Background: an optimization exercise with open tools, aiming at small area. Do not read the settings as production practice. In this exercise RTL edits were held to simulation tests only and were not proved equivalent to the original.

// top
module top(
    input         clk,
    input         rst,
    input  [26:0] freq_config,
    input  [26:0] phas_config,
    output reg [13:0] S
    );
    reg [26:0] T;
    reg        tc;
    wire [26:0] a = T & {27{~rst}};
    wire        am = tc & ~rst;
    wire s0, c1;
    hadd us0 (.a(a[0]), .b(freq_config[0]), .s(s0), .co(c1));
    wire s2, c3;
    fadd us2 (.a(a[1]), .b(freq_config[1]), .c(c1), .s(s2), .co(c3));
    wire s4, c5;
    fadd us4 (.a(a[2]), .b(freq_config[2]), .c(c3), .s(s4), .co(c5));
    wire s6, c7;
    fadd us6 (.a(a[3]), .b(freq_config[3]), .c(c5), .s(s6), .co(c7));
    wire s8, c9;
    fadd us8 (.a(a[4]), .b(freq_config[4]), .c(c7), .s(s8), .co(c9));
    wire s10, c11;
    fadd us10 (.a(a[5]), .b(freq_config[5]), .c(c9), .s(s10), .co(c11));
    wire s12, c13;
    fadd us12 (.a(a[6]), .b(freq_config[6]), .c(c11), .s(s12), .co(c13));
    wire s14, c15;
    fadd us14 (.a(a[7]), .b(freq_config[7]), .c(c13), .s(s14), .co(c15));
    wire s16, c17;
    fadd us16 (.a(a[8]), .b(freq_config[8]), .c(c15), .s(s16), .co(c17));
    wire s18, c19;
    fadd us18 (.a(a[9]), .b(freq_config[9]), .c(c17), .s(s18), .co(c19));
    wire s20, c21;
    fadd us20 (.a(a[10]), .b(freq_config[10]), .c(c19), .s(s20), .co(c21));
    wire s22, c23;
    fadd us22 (.a(a[11]), .b(freq_config[11]), .c(c21), .s(s22), .co(c23));
    wire s24, c25;
    fadd us24 (.a(a[12]), .b(freq_config[12]), .c(c23), .s(s24), .co(c25));
    wire s26, c27;
    fadd us26 (.a(a[13]), .b(freq_config[13]), .c(c25), .s(s26), .co(c27));
    wire s28, c29;
    fadd us28 (.a(a[14]), .b(freq_config[14]), .c(am), .s(s28), .co(c29));
    wire s30, c31;
    fadd us30 (.a(a[15]), .b(freq_config[15]), .c(c29), .s(s30), .co(c31));
    wire s32, c33;
    fadd us32 (.a(a[16]), .b(freq_config[16]), .c(c31), .s(s32), .co(c33));
    wire s34, c35;
    fadd us34 (.a(a[17]), .b(freq_config[17]), .c(c33), .s(s34), .co(c35));
    wire s36, c37;
    fadd us36 (.a(a[18]), .b(freq_config[18]), .c(c35), .s(s36), .co(c37));
    wire s38, c39;
    fadd us38 (.a(a[19]), .b(freq_config[19]), .c(c37), .s(s38), .co(c39));
    wire s40, c41;
    fadd us40 (.a(a[20]), .b(freq_config[20]), .c(c39), .s(s40), .co(c41));
  ...
Size in the first run: ~1000 cells after synthesis, about 110 flip-flops, about 70 I/O pins, about 10000 sq um of cells after synthesis.
clock: 8.0 ns
lec_check: 0
cap_margin: 20
core_margin: 2
core_utilization: 60
slew_margin: 20
synth_hierarchical: 1
synth_minimum_keep_size: 0
standard.sh (not shown) runs the stock make flow with config.mk's settings and CLKGATE_MAP_FILE= SYNTH_SCRIPT=/design/flow/synth_recipe.tcl, a recipe that flattens the netlist after the stock synthesis.
==> flow/flow/run.sh <==
#!/bin/bash
# The standard layout (the standard.sh), with two changes:
#  - the port buffers are the smallest buffer, sky130_fd_sc_hd__buf_1;
#  - clock tree synthesis inserts no dummy loads.
set -euo pipefail
bash standard.sh \
  'BUFFER_PORTS_ARGS=-buffer_cell sky130_fd_sc_hd__buf_1' \
  'CTS_ARGS=-sink_clustering_enable -repair_clock_nets -dont_use_dummy_load' \
  finish > standard_flow.log 2>&1
The starting point produced a clean layout.
Edit:
==> flow/run.sh (new file) <==
#!/bin/bash
# synth_recipe.tcl (not shown) runs the flow's synth.tcl, then flattens the netlist and writes it again
# the make line also repeats each setting of config.mk as NAME=value (left out here)
make -C /OpenROAD-flow-scripts/flow DESIGN_CONFIG=/design/flow/config.mk WORK_HOME=/design/flow/orfs CLKGATE_MAP_FILE= SYNTH_SCRIPT=/design/flow/synth_recipe.tcl finish
removed: flow/flow/run.sh
removed: flow/standard.sh
The new run completed without violations.
Worst setup slack loses 330 ps.
Global-route usage is higher by 0.59 points.
Non-clock buffer count increases by 2.
Core utilization is higher by 3.1 points.
Via count went up by about 0.66%.
Critical path depth stays the same.
Maximum frequency is lower by 4.4%.
Register-to-register slack is better by 30 ps.
Area after synthesis stays the same.
Cell count is higher by about 0.7%.

==> static timing again, ports no longer ideal <==
The flow's constraints put no driver on any port. The routed layouts listed below were extracted and timed again, unchanged, in two steps.
Step 1 assumes that a clkbuf_16 drives the clock port and a buf_2 every other input.
Step 2 times the ports against the registers' clock, not the clock port: input delays grow and output delays shrink by t, the midpoint of the rising clock arrivals with the driver on.
a / b / c = no drivers / after step 1 / after step 2; a / b = the first two.
run | t, ns | setup WS [ns] | latest minus earliest clock arrival (ns) | pins driven straight from the clock port
the first run | 0.400 | 0.713 / 0.738 / 0.337 | 0.027 / 0.027 | 1
the second run | 0.411 | 0.380 / 0.406 / -0.005 | 0.015 / 0.015 | 1
Met with ideal ports but missed after step 2: setup timing in the second run. For the second run, which loses most, drivers alone change the setup slack by +0.026 ns; drivers and shift together by -0.385 ns.
